This design comes from an exercise in tuning for small area, a short achievable clock period and few clock cycles on the open sky130 flow, not from production work.
Where RTL was checked, it was by simulation tests only, not by an equivalence proof against the original.
Power is estimated from default activity; no workload was simulated.

== alpha ==
==> flow/design.v <==
`timescale 1ns / 1ps
module full_reciprocal(
input logic clk,
input logic rst,  
input logic start,
output logic ready,
input logic [15:0] input0,
output logic [23:0] output0  
);
localparam int FL = 16;           
localparam int XW = FL - 1;       
localparam int KMAX = 1 << (20 - FL);
logic          busy;
logic [XW-1:0] x;      
logic [XW:0]   p;      
logic [19:0]   q;      
logic [19:0]   res;    
assign output0 = {4'b0, res};
logic fast;
assign fast = |input0[15:FL-1];
logic [KMAX+1:8] t;    
always_comb begin
	for (int k = 8; k <= KMAX; k++) t[k] = ({4'b0, input0} <= 20'(524288 / k));
	t[KMAX+1] = 1'b0;
end
logic [19:0] fq;
always_comb begin
	fq = '0;
	for (int k = 8; k <= KMAX; k++)
		if (t[k] & ~t[k+1]) fq = fq | 20'(k);
end
logic [40:16] t2;      
always_comb begin
	for (int k = 16; k <= 39; k++) t2[k] = ({5'b0, x} <= 20'(524288 / k));
	t2[40] = 1'b0;
end
logic [19:0] fq2;
always_comb begin
	fq2 = '0;
	for (int k = 16; k <= 39; k++)
		if (t2[k] & ~t2[k+1]) fq2 = fq2 | 20'(k);
end
logic [XW:0] p0;
always_comb begin
	logic any;
	any = 1'b0;
	for (int i = XW; i >= 1; i--) begin
		p0[i] = input0[i-1] & ~any;
		any = any | input0[i-1];
	end
	p0[0] = ~any;
end
logic [XW+1:0] diff;
logic          qb;
logic [XW-1:0] r;
assign diff = {1'b0, p} - {2'b0, x};
assign qb   = ~diff[XW+1];
assign r    = qb ? diff[XW-1:0] : p[XW-1:0];
logic        pow2;
logic [19:0] xrev;
always_ff @(posedge clk) pow2 <= (x & (x - 1'b1)) == '0;
always_comb begin
	xrev = '0;
	for (int i = 0; i < XW; i++) xrev[19-i] = x[i];
end
logic done, done2;
assign done  = busy & q[19];
assign done2 = busy & (x > 15'd13107);
always_ff @(posedge clk) begin
	if (!busy) begin
		x <= input0[XW-1:0];
		p <= p0;
		q <= {{(19-XW){1'b0}}, p0};
	end else begin
		p <= {r, 1'b0};
		q <= {q[18:0], qb};
	end
	if (!rst) begin
		if (done2)
			res <= fq2;
		else if (done)
			res <= pow2 ? xrev : {q[18:0], qb};
		else if (!busy && start && fast)
			res <= fq;
	end
	if (rst) begin
		busy  <= 1'b0;
		ready <= 1'b0;
	end else begin
		busy  <= busy ? ~(done | done2) : start & ~fast;
		ready <= done | done2 | (~busy & start & fast);
	end
end
endmodule
clock: 8.0 ns
lec_check: 0
cap_margin: 20
core_margin: 2
core_utilization: 40
setup_slack_margin: 5
slew_margin: 20
run.sh (not shown) runs the stock make flow with config.mk's settings and CLKGATE_MAP_FILE= SYNTH_SCRIPT=/design/flow/synth_recipe.tcl, a recipe that flattens the netlist after the stock synthesis.
The following lists how gamma was set up differently from alpha:
-- flow/design.v --
<<< alpha, line 30
		if (t[k] & ~t[k+1]) fq = fq | 20'(k);
end
logic [40:16] t2;      
always_comb begin
	for (int k = 16; k <= 39; k++) t2[k] = ({5'b0, x} <= 20'(524288 / k));
	t2[40] = 1'b0;
end
logic [19:0] fq2;
always_comb begin
	fq2 = '0;
	for (int k = 16; k <= 39; k++)
		if (t2[k] & ~t2[k+1]) fq2 = fq2 | 20'(k);
end
logic [XW:0] p0;
always_comb begin
>>> gamma, line 30
		if (t[k] & ~t[k+1]) fq = fq | 20'(k);
end
logic [XW:0] p0;
always_comb begin
<<< alpha, line 64
	for (int i = 0; i < XW; i++) xrev[19-i] = x[i];
end
logic done, done2;
assign done  = busy & q[19];
assign done2 = busy & (x > 15'd13107);
always_ff @(posedge clk) begin
	if (!busy) begin
>>> gamma, line 53
	for (int i = 0; i < XW; i++) xrev[19-i] = x[i];
end
logic done;
assign done = busy & q[19];
always_ff @(posedge clk) begin
	if (!busy) begin
<<< alpha, line 77
	end
	if (!rst) begin
		if (done2)
			res <= fq2;
		else if (done)
			res <= pow2 ? xrev : {q[18:0], qb};
		else if (!busy && start && fast)
>>> gamma, line 65
	end
	if (!rst) begin
		if (done)
			res <= pow2 ? xrev : {q[18:0], qb};
		else if (!busy && start && fast)
<<< alpha, line 88
		ready <= 1'b0;
	end else begin
		busy  <= busy ? ~(done | done2) : start & ~fast;
		ready <= done | done2 | (~busy & start & fast);
	end
end
>>> gamma, line 74
		ready <= 1'b0;
	end else begin
		busy  <= busy ? ~q[19] : start & ~fast;
		ready <= done | (~busy & start & fast);
	end
end
==> run summary <==
- gamma ends up with a first-pass GRT wire length that is 43% lower than in alpha.
- Summary of gamma over alpha: global placer's final weighted congestion now sits lower; hold buffer count at cts ~0 delta.
- alpha → gamma: total power lower, portion of total power attributed to the clock network decreased 1.6 points.
Testbench counts of gamma, summed over its fixed seeds: cycles 4,975.
Only the layout flow was run in alpha; the RTL was not checked for function there.

Another version of the RTL of full_reciprocal (not shown whole).
Size: roughly 44 I/O pins.
==> module full_reciprocal, before the edit <==
module full_reciprocal(
input logic clk,
input logic rst,  
input logic start,
output logic ready,
input logic [15:0] input0,
output logic [23:0] output0  
);
localparam int FL = 16;           
localparam int XW = FL - 1;       
localparam int KMAX = 1 << (20 - FL);
logic          busy;   
logic          first;  
logic [15:0]   x;      
logic [XW:0]   p;      
logic [19:0]   q;      
logic [19:0]   res;    
assign output0 = {4'b0, res};
logic fast;
assign fast = |x[15:FL-1];
logic [KMAX+1:8] t;    
always_comb begin
	for (int k = 8; k <= KMAX; k++) t[k] = ({4'b0, x} <= 20'(524288 / k));
	t[KMAX+1] = 1'b0;
end
logic [19:0] fq;
always_comb begin
	fq = '0;
	for (int k = 8; k <= KMAX; k++)
		if (t[k] & ~t[k+1]) fq = fq | 20'(k);
end
logic [XW-1:0] xs;     
logic [XW-1:0] y;
logic [XW-1:0] msk;    
logic [XW-1:0] msb;    
logic [XW:0]   hi;     
logic [XW-1:0] lo;     
assign xs = x[XW-1:0];
assign y  = xs - 1'b1;
always_comb begin
	hi[XW] = 1'b0;
	for (int i = XW-1; i >= 0; i--) hi[i] = hi[i+1] | xs[i];
	lo[0] = 1'b0;
	for (int i = 1; i < XW; i++) lo[i] = lo[i-1] | xs[i-1];
	for (int i = 0; i < XW; i++) msk[i] = hi[i+1] | (xs[i] & lo[i]);
	msb = msk & ~(msk >> 1);
end
logic [XW-1:0] r1;
assign r1 = ~y & msk;
logic [XW+1:0] d2p;
logic [XW+2:0] d1, d2, d3;
logic [1:0]    qd;
logic [XW-1:0] r;
assign d2p = {p, 1'b0};
assign d1  = {1'b0, d2p} - {3'b0, xs};
assign d2  = {1'b0, d2p} - {2'b0, xs, 1'b0};
assign d3  = {1'b0, d2p} - {3'b0, xs} - {2'b0, xs, 1'b0};
always_comb begin
	if (!d3[XW+2])      begin qd = 2'd3; r = d3[XW-1:0]; end
	else if (!d2[XW+2]) begin qd = 2'd2; r = d2[XW-1:0]; end
	else if (!d1[XW+2]) begin qd = 2'd1; r = d1[XW-1:0]; end
	else                begin qd = 2'd0; r = d2p[XW-1:0]; end
end
logic fdone, sdone;
assign fdone = first & fast;
assign sdone = busy & ~first & (q[19] | q[18]);
always_ff @(posedge clk) begin
	if (!busy)
		x <= input0;
	if (first) begin
		p <= {r1, 1'b0};
		q <= {{(18-XW){1'b0}}, msb, ~msk[0], 1'b1};
	end else begin
		p <= {r, 1'b0};
		q <= {q[17:0], qd};
	end
	if (!rst) begin
		if (sdone)
			res <= q[19] ? {q[18:0], qd[1]} : {q[17:0], qd};
		else if (fdone)
			res <= fq;
	end
	if (rst) begin
		busy  <= 1'b0;
		first <= 1'b0;
		ready <= 1'b0;
	end else begin
		busy  <= busy ? ~(fdone | sdone) : start;
		first <= ~busy & start;
		ready <= fdone | sdone;
	end
end
endmodule
Settings: LEC_CHECK=0, CAP_MARGIN=20, CORE_MARGIN=2, CORE_UTILIZATION=40, SETUP_SLACK_MARGIN=5, SLEW_MARGIN=20; clock period 8.0 ns.
Change:
==> flow/design.v (replaced) <==
`timescale 1ns / 1ps
module full_reciprocal(
input logic clk,
input logic rst,  
input logic start,
output logic ready,
input logic [15:0] input0,
output logic [23:0] output0  
);
localparam int FL = 15;           
localparam int XW = FL - 1;       
localparam int KMAX = 1 << (20 - FL);
logic          busy;   
logic          first;  
logic [15:0]   x;      
logic [XW:0]   p;      
logic [19:0]   q;      
logic [19:0]   res;    
assign output0 = {4'b0, res};
logic fast;
assign fast = |x[15:FL-1];
logic [KMAX+1:8] t;    
always_comb begin
	for (int k = 8; k <= KMAX; k++) t[k] = ({4'b0, x} <= 20'(524288 / k));
	t[KMAX+1] = 1'b0;
end
logic [19:0] fq;
always_comb begin
	fq = '0;
	for (int k = 8; k <= KMAX; k++)
		if (t[k] & ~t[k+1]) fq = fq | 20'(k);
end
logic [XW-1:0] xs;     
logic [XW-1:0] msk;    
logic [XW-1:0] msb;    
assign xs = x[XW-1:0];
always_comb begin
	msk[XW-1] = xs[XW-1];
	for (int i = XW-2; i >= 0; i--) msk[i] = msk[i+1] | xs[i];
	msb = xs & ~(msk >> 1);
end
logic [XW-1:0] r1;
assign r1 = (-xs) & msk;
logic [XW+1:0] diff;
logic          qb;
logic [XW-1:0] r;
assign diff = {1'b0, p} - {2'b0, xs};
assign qb   = ~diff[XW+1];
assign r    = qb ? diff[XW-1:0] : p[XW-1:0];
logic        pow2;
logic [19:0] xrev;
always_ff @(posedge clk) pow2 <= (xs & (xs - 1'b1)) == '0;
always_comb begin
	xrev = '0;
	for (int i = 0; i < XW; i++) xrev[19-i] = xs[i];
end
logic fdone, sdone;
assign fdone = first & fast;
assign sdone = busy & ~first & q[19];
always_ff @(posedge clk) begin
	if (!busy)
		x <= input0;
	if (first) begin
		p <= {r1, 1'b0};
		q <= {{(18-XW){1'b0}}, msb, 2'b01};
	end else begin
		p <= {r, 1'b0};
		q <= {q[18:0], qb};
	end
	if (!rst) begin
		if (sdone)
			res <= pow2 ? xrev : {q[18:0], qb};
		else if (fdone)
			res <= fq;
	end
	if (rst) begin
		busy  <= 1'b0;
		first <= 1'b0;
		ready <= 1'b0;
	end else begin
		busy  <= busy ? ~(fdone | sdone) : start;
		first <= ~busy & start;
		ready <= fdone | sdone;
	end
end
endmodule
Outcome: Total power went down by 61%; worst setup slack gains 1.1 ns; design area drops by 19%; clock power goes down by 15%; via count went down by 6.3%; cell count is lower by 12%; hold slack degrades by 0.019 ns; synthesized cell count falls by 5.4%.
No functional check of the RTL was part of any run of this note.

## what the ideal ports hide
Ports are ideal in the flow. The routed layouts listed here were re-timed in OpenROAD.
Step 1: set_driving_cell puts a clkbuf_16 on clk and a buf_2 on each other input, an assumption about the parent block.
Step 2 also shifts input and output timing later by t, the mid clock arrival at the registers, as if the neighbouring blocks saw the same clock.
a / b / c = ideal ports / drivers / drivers and shift; a / b = the first two.
run | t, ns | setup slack, ns | worst setup path at the end | worst register clock-pin slew, ns | worst data-port slew with drivers (ns)
alpha | 0.368 | 4.753 / 4.742 / 4.374 | input to register | 0.06 / 0.06 | 0.07
gamma | 0.383 | 5.071 / 5.071 / 4.689 | input to register | 0.09 / 0.09 | 0.04
the first run of note 2 | 0.359 | 3.980 / 3.980 / 3.980 | register to register | 0.06 / 0.06 | 0.04
the second run of note 2 | 0.395 | 5.069 / 5.069 / 4.986 | input to register | 0.07 / 0.07 | 0.04
After both steps every run listed still meets setup and hold. The setup slack of gamma, which loses most, moves by 0.000 ns with the drivers and by -0.382 ns with both steps.
